What follows belongs to an exercise in optimizing a design on an open flow for small area; a production flow would make more cautious choices.
Only simulation tests tie the RTL to the original design; equivalence was not proved.
Power is estimated from default activity; no workload was simulated.

v10:
==> flow/design.v (excerpt) <==
module snake_game(clk,
						rst,
						btn_right,
						btn_left,
						btn_up,
						btn_down,
						h_sync,
						v_sync,
						vgaRed,
						vgaGreen,
						vgaBlue);
Size: about 1800 cells after synthesis, ~450 flip-flops.
clock: 8.0 ns
lec_check: 0
cap_margin: 20
core_margin: 2
core_utilization: 60
cts_cluster_diameter: 100
cts_cluster_size: 25
slew_margin: 20
synth_hierarchical: 1
synth_minimum_keep_size: 0
run.sh (not shown) runs the stock make flow with config.mk's settings and CLKGATE_MAP_FILE= SYNTH_SCRIPT=/design/flow/synth_recipe.tcl, a recipe that flattens the netlist after the stock synthesis.
For v24, these inputs were changed with respect to v10:
-- flow/design.v --
<<< v10, line 266
	wire       c99     = (c100 == 7'd99);
	wire       ins_now = c99 && (pending || post_ticket);
	wire       start   = ins_now || (c100 == 7'd100);
	wire [1:0] new_dir = zf ? LD : DL;    
	wire [1:0] cur_dir = ins_now ? (pending ? ins_dir : new_dir) : (fill ? DR : ring[0]);
>>> v24, line 266
	wire       c99     = (c100 == 7'd99);
	wire       ins_now = c99 && (pending || post_ticket);
	wire       start   = ins_now || (c100 == 7'd0);
	wire [1:0] new_dir = zf ? LD : DL;    
	wire [1:0] cur_dir = ins_now ? (pending ? ins_dir : new_dir) : (fill ? DR : ring[0]);
<<< v10, line 276
	always @(posedge clk) begin
		if (rst) begin
			c100    <= 7'd100;
			pending <= 0;
			fill    <= 1;
>>> v24, line 276
	always @(posedge clk) begin
		if (rst) begin
			c100    <= 0;
			pending <= 0;
			fill    <= 1;
<<< v10, line 282
		end
		else begin
			c100    <= (ins_now || c100 == 7'd100) ? 7'd1 : c100 + 7'd1;
			if (c99)
				fill <= 0;
>>> v24, line 282
		end
		else begin
			c100    <= ins_now ? 7'd1 : (c99 ? 7'd0 : c100 + 7'd1);
			if (c99)
				fill <= 0;
<<< v10, line 312
	always @(posedge clk)
		wpos <= wnext;
	wire [6:0] wk  = c100;
	wire       eq0 = (wpos == body0);
	wire       eqt = (wpos == tail);
>>> v24, line 312
	always @(posedge clk)
		wpos <= wnext;
	wire [6:0] wk  = (c100 == 7'd0) ? 7'd100 : c100;
	wire       eq0 = (wpos == body0);
	wire       eqt = (wpos == tail);
Findings:
v24 ended with less post-synthesis to final-layout area growth than v10.
Summary of v24 over v10: share of the clock period used by the worst path +1.3 points; combined area of the multi-input logic cells rose by 1.4%; largest net degree at the start of global routing -about 38%; power share of the combinational group shrank by 7.4 points; per-cell routed wire length ~0 delta.
The share of final-layout standard cells stronger than drive strength 1 in v24 sits 0.45 points above the value recorded for v10.
Compared with v10, in v24 clock-buffer cell count rose 1; part of the total power dissipated in the clock network rose 3.0 points; critical-path maximum fanout rose 9; sequential cell area about even.
v24 finished end to end and its layout was clean on timing, DRC and antenna.
Summary: worst hold slack, v24 better than v10
Highest attainable clock frequency shrinks by a few percent when moving from v10 to v24.
Of v10 and v24, the higher routed wire length belongs to v24.

snake_game, a different RTL version from the one above (not shown whole).
For scale: ~1,900 cells after synthesis, ~16 I/O pins.
==> module print_snake, before the edit <==
module print_snake(clk,
						 rst,
						 btn_right,
						 btn_left,
						 btn_up,
						 btn_down,
						 r_pixel,
						 r_next,
						 c_pixel,
						 food_X,
						 food_Y,
						 prnt,
						 make_food,
						 game_over);
	input 		 clk,
					 rst,
					 btn_right,
					 btn_left,
					 btn_up,
					 btn_down;
	input [9:0]  r_pixel,
					 r_next,
					 c_pixel;
	input [7:0]  food_X,
					 food_Y;
	output 		 prnt;
	output reg	 make_food,
					 game_over;
	localparam [1:0] DR = 2'd0, DL = 2'd1, DU = 2'd2, DD = 2'd3;
	integer i;
	reg [8:0] spd;
	reg       post_ticket;
	always @(posedge clk) begin
		if (rst) begin
			spd <= 0;
			post_ticket <= 0;
		end
		else begin
			spd <= spd + 9'd1;
			post_ticket <= (spd == 9'd511);
		end
	end
	reg       mv_v;
	reg [1:0] mv_d;
	always @(posedge clk) begin
		if (rst)
			mv_v <= 0;
		else if (!game_over) begin
			if (btn_left)       begin mv_v <= 1; mv_d <= DL; end
			else if (btn_right) begin mv_v <= 1; mv_d <= DR; end
			else if (btn_up)    begin mv_v <= 1; mv_d <= DU; end
			else if (btn_down)  begin mv_v <= 1; mv_d <= DD; end
		end
	end
	reg [1:0]  HP;       
	reg [1:0]  LD;       
	reg        zf;       
	reg [15:0] body0;    
	reg [6:0]  len;      
	reg        grew;     
	wire [6:0] E = len - {6'd0, grew};   
	reg        hit_r, dup_r;
	reg [15:0] tail;     
	wire [7:0] b0x = body0[15:8];
	wire [7:0] b0y = body0[7:0];
	reg [7:0] hx, hy;
	always @(*) begin
		hx = b0x;
		hy = b0y;
		if (zf)
			case (LD)
				DR: hx = b0x + 8'd1;
				DL: hx = b0x - 8'd1;
				DU: hy = b0y - 8'd1;
				DD: hy = b0y + 8'd1;
			endcase
	end
	wire go_keep = (len == 7'd100) & game_over;
	wire eat     = (body0 == {food_X, food_Y});
	wire wall    = (b0x == 8'h91) || (b0x == 8'h10) || (b0y == 8'h6F) || (b0y == 8'h0A);
	always @(posedge clk) begin
		if (rst) begin
			game_over <= 0;
			make_food <= 0;
			len       <= 7'd10;
			grew      <= 0;
			body0     <= 16'h4040;
			HP        <= DR;
			LD        <= DR;
			zf        <= 0;
		end
		else if (post_ticket) begin
			make_food <= eat;
			len       <= (eat && len != 7'd100) ? len + 7'd1 : len;
			grew      <= eat && len != 7'd100;
			game_over <= go_keep | hit_r | wall;
			body0     <= {hx, hy};    
			LD        <= HP;
			if (mv_v && (mv_d[1] != HP[1]))
				HP <= mv_d;
			zf        <= 1;
		end
	end
	reg [1:0] ring [0:99];
	reg [6:0] c100;
	reg       pending, fill, dirty;
	reg [1:0] ins_dir;
	wire       c99     = (c100 == 7'd99);
	wire       ins_now = c99 && (pending || post_ticket);
	wire       start   = ins_now || (c100 == 7'd0);
	wire [1:0] new_dir = zf ? LD : DL;    
	wire [1:0] cur_dir = ins_now ? (pending ? ins_dir : new_dir) : (fill ? DR : ring[0]);
	always @(posedge clk) begin
		for (i = 0; i < 99; i = i + 1)
			ring[i] <= ring[i+1];
		ring[99] <= cur_dir;
	end
	always @(posedge clk) begin
		if (rst) begin
			c100    <= 0;
			pending <= 0;
			fill    <= 1;
			dirty   <= 0;
		end
		else begin
			c100    <= ins_now ? 7'd1 : (c99 ? 7'd0 : c100 + 7'd1);
			if (c99)
				fill <= 0;
			pending <= post_ticket ? !ins_now : (ins_now ? 1'b0 : pending);
			dirty   <= start ? (post_ticket && !ins_now) : (dirty | post_ticket);
		end
	end
	always @(posedge clk)
		if (post_ticket)
			ins_dir <= new_dir;
	reg [15:0] wpos;
	reg [1:0]  wprev;    
	wire [1:0] prev   = start ? LD : wprev;
	wire       nostep = (cur_dir == DL && prev == DR) || (ins_now && !pending);
	always @(posedge clk)
		wprev <= cur_dir;
	wire [15:0] base  = start ? body0 : wpos;
	reg  [15:0] wnext;
	always @(*) begin
		wnext = base;
		if (!nostep)
			case (cur_dir)
				DR: wnext[15:8] = base[15:8] - 8'd1;
				DL: wnext[15:8] = base[15:8] + 8'd1;
				DU: wnext[7:0]  = base[7:0]  + 8'd1;
				DD: wnext[7:0]  = base[7:0]  - 8'd1;
			endcase
	end
	always @(posedge clk)
		wpos <= wnext;
	wire [6:0] wk  = (c100 == 7'd0) ? 7'd100 : c100;
	wire       eq0 = (wpos == body0);
	wire       eqt = (wpos == tail);
	reg        hacc, dacc;
	always @(posedge clk) begin
		if (wk == 7'd1) begin
			hacc <= 0;
			dacc <= eqt;
		end
		else begin
			hacc <= hacc | eq0;
			dacc <= dacc | eqt;
		end
		if (wk == E) begin
			hit_r <= hacc | eq0;
			dup_r <= dacc | eq0;
			tail  <= wpos;
		end
	end
	wire       clr_all = (c_pixel == 10'd579);
	wire [7:0] rowB    = (c_pixel >= 10'd580) ? r_next[9:2] : r_pixel[9:2];
	reg  breq, bact, bext;
	wire bstart = start && breq;
	wire [6:0] limit = dirty ? E - 7'd1 : E;
	wire       wset = ((bact && (wk <= limit)) || bext) && (wpos[7:0] == rowB);
	wire       tadd = post_ticket && (b0y == rowB);
	wire       sen  = wset | tadd;
	wire [7:0] sx   = wset ? wpos[15:8] : b0x;
	wire       trem = post_ticket && (len == E) && !dup_r && (tail[7:0] == rowB);
	always @(posedge clk) begin
		if (rst) begin
			breq <= 0;
			bact <= 0;
			bext <= 0;
		end
		else begin
			if (clr_all)
				breq <= 1;
			else if (bstart)
				breq <= 0;
			bact <= bstart ? 1'b1 : (start ? 1'b0 : bact);
			bext <= start && bact && (dirty || (post_ticket && ins_now));
		end
	end
	reg [15:0] dlo;
	reg [9:1]  dhi;
	always @(*) begin
		dlo = 16'd0;
		dlo[sx[3:0]] = 1'b1;
		dhi = 9'd0;
		for (i = 1; i <= 9; i = i + 1)
			dhi[i] = sen && (sx[7:4] == i);
	end
	wire [144:16] bm;
	genvar g;
	generate
		for (g = 16; g <= 144; g = g + 1) begin : map
			rowmap_bit mb(.clk(clk), .clr(clr_all), .h(dhi[g/16]), .l(dlo[g%16]), .q(bm[g]));
		end
	endgenerate
	reg       m1v, m2v, tk1;
	reg [7:0] m1x, m2x;
	always @(posedge clk) begin
		if (rst || clr_all) begin
			m1v <= 0;
			m2v <= 0;
			tk1 <= 0;
		end
		else if (post_ticket) begin
			tk1 <= 1;
			if (!tk1) begin
				m1v <= trem;
				m1x <= tail[15:8];
			end
			else begin
				m2v <= trem;
				m2x <= tail[15:8];
				if (tadd && m1x == b0x)
					m1v <= 0;
			end
		end
	end
	wire [7:0] cx = c_pixel[9:2];
	wire bsel;
	rowmap_read rr(.bm(bm), .cx(cx), .q(bsel));
	assign prnt = bsel && !(m1v && m1x == cx) && !(m2v && m2x == cx);
endmodule
export LEC_CHECK = 0
export CAP_MARGIN = 20
export CORE_MARGIN = 2
export CORE_UTILIZATION = 60
export CTS_CLUSTER_DIAMETER = 100
export CTS_CLUSTER_SIZE = 25
export SLEW_MARGIN = 20
export SYNTH_HIERARCHICAL = 1
export SYNTH_MINIMUM_KEEP_SIZE = 0
create_clock -name core_clock -period 8.0 [get_ports {clk}]
Then changed:
--- a/flow/design.v
+++ b/flow/design.v
@@ -386,12 +386,10 @@
 				m1x <= tail[15:8];
 			end
 			else begin
 				m2v <= trem;
 				m2x <= tail[15:8];
-				if (tadd && m1x == b0x)
-					m1v <= 0;
 			end
 		end
 	end
 	wire [7:0] cx = c_pixel[9:2];
 	wire bsel;
=>
- final area goes down by about 0.7%
- clock skew barely changes
- total power fell by 0.30%
- worst setup slack improves by 0.78 ns
- synthesized cell count falls by 0.47%
- routed wire length came out higher by 1.2%
- die area came out lower by 0.95%
- register-to-register slack improves by 0.78 ns

## what the ideal ports hide
In the flow no input, the clock included, has a driving cell. The finished layouts below were timed again as built, in two steps.
Step 1 assumes that a clkbuf_16 drives the clock port and a buf_2 every other input.
Step 2 times the ports against the registers' clock, not the clock port: input delays grow and output delays shrink by t, the midpoint of the rising clock arrivals with the driver on.
Slacks: ideal ports / drivers / drivers and shift; pairs: ideal ports / drivers.
| run | shift t [ns] | setup slack, ns | worst hold slack (ns) |
|---|---|---|---|
| v10 | 0.605 | 3.639 / 3.589 / 3.858 | 0.311 / 0.311 / 0.311 |
| v24 | 0.611 | 3.537 / 3.537 / 3.537 | 0.324 / 0.324 / 0.324 |
| the first run of note 2 | 0.619 | 1.484 / 1.484 / 1.484 | 0.324 / 0.324 / 0.324 |
| the second run of note 2 | 0.623 | 2.264 / 2.264 / 2.264 | 0.322 / 0.322 / 0.322 |
After both steps every run listed still meets setup and hold.
